Source: an optimization exercise on an open RTL-to-GDS flow (aim: small area and a short achievable clock period). Production flows keep margins and buffers that such runs may drop. RTL that was checked went through simulation tests only; none was proved equivalent to the original.

== v5 ==
==> flow/design.v (excerpt) <==
module ALU(
    input logic CLK,
    input logic RST,
    input logic ACT,
    input logic[3:0]  OP,
    input logic[1:0]  MOVI,
    input logic[31:0] REG_A,
    input logic[31:0] REG_B,
    input logic[31:0] MEM,
    input logic[31:0] IMM,
    output logic[31:0] DATA,
    output logic       RDY,
    output logic       VLD
);
Size in the first run: roughly 3200 cells after synthesis, ~130 flip-flops, roughly 0.031 mm^2 of cells after synthesis.
clock: 10.5 ns
lec_check: 0
cap_margin: 20
core_margin: 2
core_utilization: 40
setup_slack_margin: 3.75
slew_margin: 20
synth_hierarchical: 1
synth_minimum_keep_size: 5
standard.sh (not shown) runs the stock make flow with config.mk's settings and CLKGATE_MAP_FILE= SYNTH_SCRIPT=/design/flow/synth_recipe.tcl, a recipe that flattens the netlist after the stock synthesis.
==> flow/flow/run.sh <==
#!/bin/bash
# The standard layout, with plain buffers (not delay cells) on the ports.
export BUFFER_PORTS_ARGS="-buffer_cell sky130_fd_sc_hd__buf_2"
bash standard.sh > standard.log 2>&1
#### Input delta (v13 over v5)
- changing SETUP_SLACK_MARGIN from 3.75 to 3.0
- setting TNS_END_PERCENT to 0 for the first time
Findings:
- v13 completed; timing, DRC and antenna clean
- Taking v5 as the reference, in v13 number of search-and-repair iterations in the first detailed-routing pass down 2, utilization down 1.7 points, met1 capacity usage during global routing down 0.63 points, final wirelength down 2.9%.
Inputs modified between v13 and v25:
- swapping 3.0 for 4.0 in SETUP_SLACK_MARGIN
- clearing TNS_END_PERCENT, which used to be 0
[summary]
- Compared with v13, in v25 worst setup slack after placement now smaller, global router's overall resource usage went up.
- Share of the clock period used by the worst path down 9.3 points in v25 wrt v13
- Compare v13 and v25 | wire length after detailed routing lower: v13
- Looking at cell area after layout across both flows, v25 is the weaker of the two, with v13 ahead.
- Fmax | v25 vs v13 | v25 faster
- Between v13 and v25, the count of clock-buffer cells in the layout is higher for v13.


Another version of the RTL of ALU (not shown whole).
Size: roughly 3000 cells after synthesis, ~130 flip-flops, about 170 I/O pins, roughly 0.026 mm2 of cells after synthesis.
export LEC_CHECK = 0
export CAP_MARGIN = 20
export CORE_MARGIN = 2
export CORE_UTILIZATION = 40
export SLEW_MARGIN = 20
export SYNTH_HIERARCHICAL = 1
export SYNTH_MINIMUM_KEEP_SIZE = 5
create_clock -name core_clock -period 10.5 [get_ports {CLK}]
==> flow/flow/run.sh <==
#!/bin/bash
# The standard layout, with plain buffers (not delay cells) on the ports.
cp standard.sh standard_sh_copy.log
export BUFFER_PORTS_ARGS="-buffer_cell sky130_fd_sc_hd__buf_2"
bash standard.sh > standard.log 2>&1
The first run finished clean.
Then changed:
==> flow/run.sh (new file) <==
#!/bin/bash
# synth_recipe.tcl (not shown) runs the flow's synth.tcl, then flattens the netlist and writes it again
# the make line also repeats each setting of config.mk as NAME=value (left out here)
make -C /OpenROAD-flow-scripts/flow DESIGN_CONFIG=/design/flow/config.mk WORK_HOME=/design/flow/orfs CLKGATE_MAP_FILE= SYNTH_SCRIPT=/design/flow/synth_recipe.tcl finish
Settings changed: SETUP_SLACK_MARGIN set to 1.0, SYNTH_MINIMUM_KEEP_SIZE 5 to 0.
removed: flow/flow/run.sh
removed: flow/standard.sh
Clock skew climbs by 0.010 ns.
Via count drops by about 2.8%.
Worst setup slack is better by 0.65 ns.
Worst hold slack hardly moves.
First-iteration DRC count drops by about 20%.
Global-route usage drops by 1.1 points.
Area after synthesis climbs by 3.1%.
No functional check of the RTL was part of any run of this note.


RTL: one of the versions met above, not the one the previous note started from.
Size: ~170 I/O pins.
// ALU
module ALU(
    input logic CLK,
    input logic RST,
    input logic ACT,
    input logic[3:0]  OP,
    input logic[1:0]  MOVI,
    input logic[31:0] REG_A,
    input logic[31:0] REG_B,
    input logic[31:0] MEM,
    input logic[31:0] IMM,
    output logic[31:0] DATA,
    output logic       RDY,
    output logic       VLD
);
    logic        st_first, st_mul1, st_mul2;
    logic [31:0] operand_B;
    assign RDY = ~(st_first | st_mul1 | st_mul2);
    assign VLD = ~RDY & ~RST;
    always_comb begin
        case (MOVI)
            2'b00:   operand_B = REG_B;
            2'b01:   operand_B = MEM;
            2'b10:   operand_B = IMM;
            default: operand_B = '0;
        endcase
    end
    wire is_mul = OP == 4'b0010;
    wire is_add = OP == 4'b0000;
    wire is_sub = OP == 4'b0001;
    wire is_inc = OP == 4'b1110;
    wire is_dec = OP == 4'b1111;
    wire [31:0] a = REG_A;
    wire [31:0] b = operand_B;
    logic [31:0] e1;
    logic        c0;
    always_comb begin
        c0 = 1'b0;
        case (OP)
            4'b0000: e1 = a;                                            
            4'b0001: e1 = a;                                            
            4'b0010: e1 = 32'b0;                                        
            4'b0011: e1 = {1'b0, b[31:1]};                              
            4'b0100: e1 = {b[30:0], 1'b0};                              
            4'b0101: e1 = {b[0], b[31:1]};                              
            4'b0110: e1 = {b[30:0], b[31]};                             
            4'b0111: e1 = ~b;                                           
  ...
==> flow/config.mk <==
export PLATFORM = sky130hd
export DESIGN_NAME = ALU
export DESIGN_NICKNAME = ALU
export VERILOG_FILES = /design/flow/design.v
export SDC_FILE = /design/flow/constraint.sdc
export NUM_CORES = 4
export LEC_CHECK = 0
export CAP_MARGIN = 20
export CORE_MARGIN = 2
export CORE_UTILIZATION = 55
export PLACE_DENSITY = 0.7
export SETUP_SLACK_MARGIN = 3.5
export SLEW_MARGIN = 20
export SYNTH_HIERARCHICAL = 1
export SYNTH_MINIMUM_KEEP_SIZE = 5
==> flow/constraint.sdc <==
create_clock -name core_clock -period 10.5 [get_ports {CLK}]
set_input_delay 2.1000 -clock core_clock [delete_from_list [all_inputs] [get_ports {CLK}]]
set_output_delay 2.1000 -clock core_clock [all_outputs]
set_load 0.01 [all_outputs]
==> flow/flow/run.sh <==
#!/bin/bash
# The standard layout, with plain buffers (not delay cells) on the ports.
export BUFFER_PORTS_ARGS="-buffer_cell sky130_fd_sc_hd__buf_2"
bash standard.sh > standard.log 2>&1
Rerun with:
Settings changed: CORE_UTILIZATION 55 to 40, PLACE_DENSITY 0.7 to unset, SETUP_SLACK_MARGIN 3.5 to 3.0.
What happened: Setup slack is worse by 0.35 ns. Maximum frequency decreases by 4.8%. Non-clock buffer count fell by 24. Clock-buffer cell count grows by 1. Global-route usage shrinks by 15 points. Via count falls by 5.7%. Utilization came out lower by 17 points. Sequential cell count does not change. Final cell count came out higher by 6.4%. Routed wire length goes down by 5.9%.
Rerun with:
Settings changed: SETUP_SLACK_MARGIN 3.0 to 3.5.
Effect:
- synthesized area stays the same
- core utilization goes up by 0.77 points
- flip-flop and latch count does not change
- wire length grows by 4.4%


## v6
Starting RTL as in the previous note.
// ALU
module ALU(
    input logic CLK,
    input logic RST,
    input logic ACT,
    input logic[3:0]  OP,
    input logic[1:0]  MOVI,
    input logic[31:0] REG_A,
    input logic[31:0] REG_B,
    input logic[31:0] MEM,
    input logic[31:0] IMM,
    output logic[31:0] DATA,
    output logic       RDY,
    output logic       VLD
);
Settings: LEC_CHECK=0, CAP_MARGIN=20, CORE_MARGIN=2, CORE_UTILIZATION=40, SETUP_SLACK_MARGIN=3.25, SLEW_MARGIN=20, SYNTH_HIERARCHICAL=1, SYNTH_MINIMUM_KEEP_SIZE=5; clock period 10.5 ns.
Scripts as last shown in full above: flow/flow/run.sh
v6: flow completed, timing, DRC and antenna clean
Setup changes, v6 to v7
diff --git a/flow/config.mk b/flow/config.mk
--- a/flow/config.mk
+++ b/flow/config.mk
@@ -6,9 +6,9 @@
 export NUM_CORES = 4
 export LEC_CHECK = 0
-export CAP_MARGIN = 20
+export CAP_MARGIN = 10
 export CORE_MARGIN = 2
 export CORE_UTILIZATION = 40
-export SETUP_SLACK_MARGIN = 3.25
-export SLEW_MARGIN = 20
+export SETUP_SLACK_MARGIN = 3.75
+export SLEW_MARGIN = 10
 export SYNTH_HIERARCHICAL = 1
 export SYNTH_MINIMUM_KEEP_SIZE = 5
==> comparison <==
On number of cells after detailed placement, v6 and v7 are basically level. Register-to-register slack ends up higher on v7. MOVI[1] as the timing startpoint of the critical path was reported by v7, and OP[0] by v6.

-- what the ideal ports hide --
In the flow no input, the clock included, has a driving cell. The finished layouts below were timed again as built, in two steps. Step 1: set_driving_cell puts a clkbuf_16 on CLK and a buf_2 on each other input, an assumption about the parent block. Step 2 adds t to the input delays and takes it off the output delays; t is the mean of the earliest and latest rising clock arrival at the registers after step 1. Input paths then give back, and output paths get back, about the clock's delay inside the block. a / b / c = no drivers / after step 1 / after step 2; a / b = the first two.
| run | t, ns | setup WS [ns] | slew at the worst register clock pin (ns) |
|---|---|---|---|
| v5 | 0.519 | 3.746 / 3.758 / 3.239 | 0.07 / 0.07 |
| v13 | 0.528 | 2.892 / 2.921 / 2.394 | 0.07 / 0.07 |
| v25 | 0.530 | 3.869 / 3.905 / 3.375 | 0.08 / 0.08 |
| the first run of note 2 | 0.534 | 0.376 / 0.311 / 0.788 | 0.07 / 0.07 |
| the second run of note 2 | 0.526 | 1.031 / 0.975 / 1.165 | 0.08 / 0.08 |
| the first run of note 3 | 0.544 | 3.499 / 3.523 / 2.979 | 0.07 / 0.07 |
| the second run of note 3 | 0.530 | 3.145 / 3.175 / 2.645 | 0.07 / 0.07 |
| the third run of note 3 | 0.534 | 3.521 / 3.525 / 2.991 | 0.08 / 0.08 |
| v6 | 0.532 | 3.333 / 3.369 / 2.838 | 0.07 / 0.07 |
| v7 | 0.519 | 3.746 / 3.758 / 3.239 | 0.07 / 0.07 |
After both steps setup and hold are still met in every run listed. For the third run of note 3, which loses most, drivers alone change the setup slack by +0.004 ns; drivers and shift together by -0.530 ns.
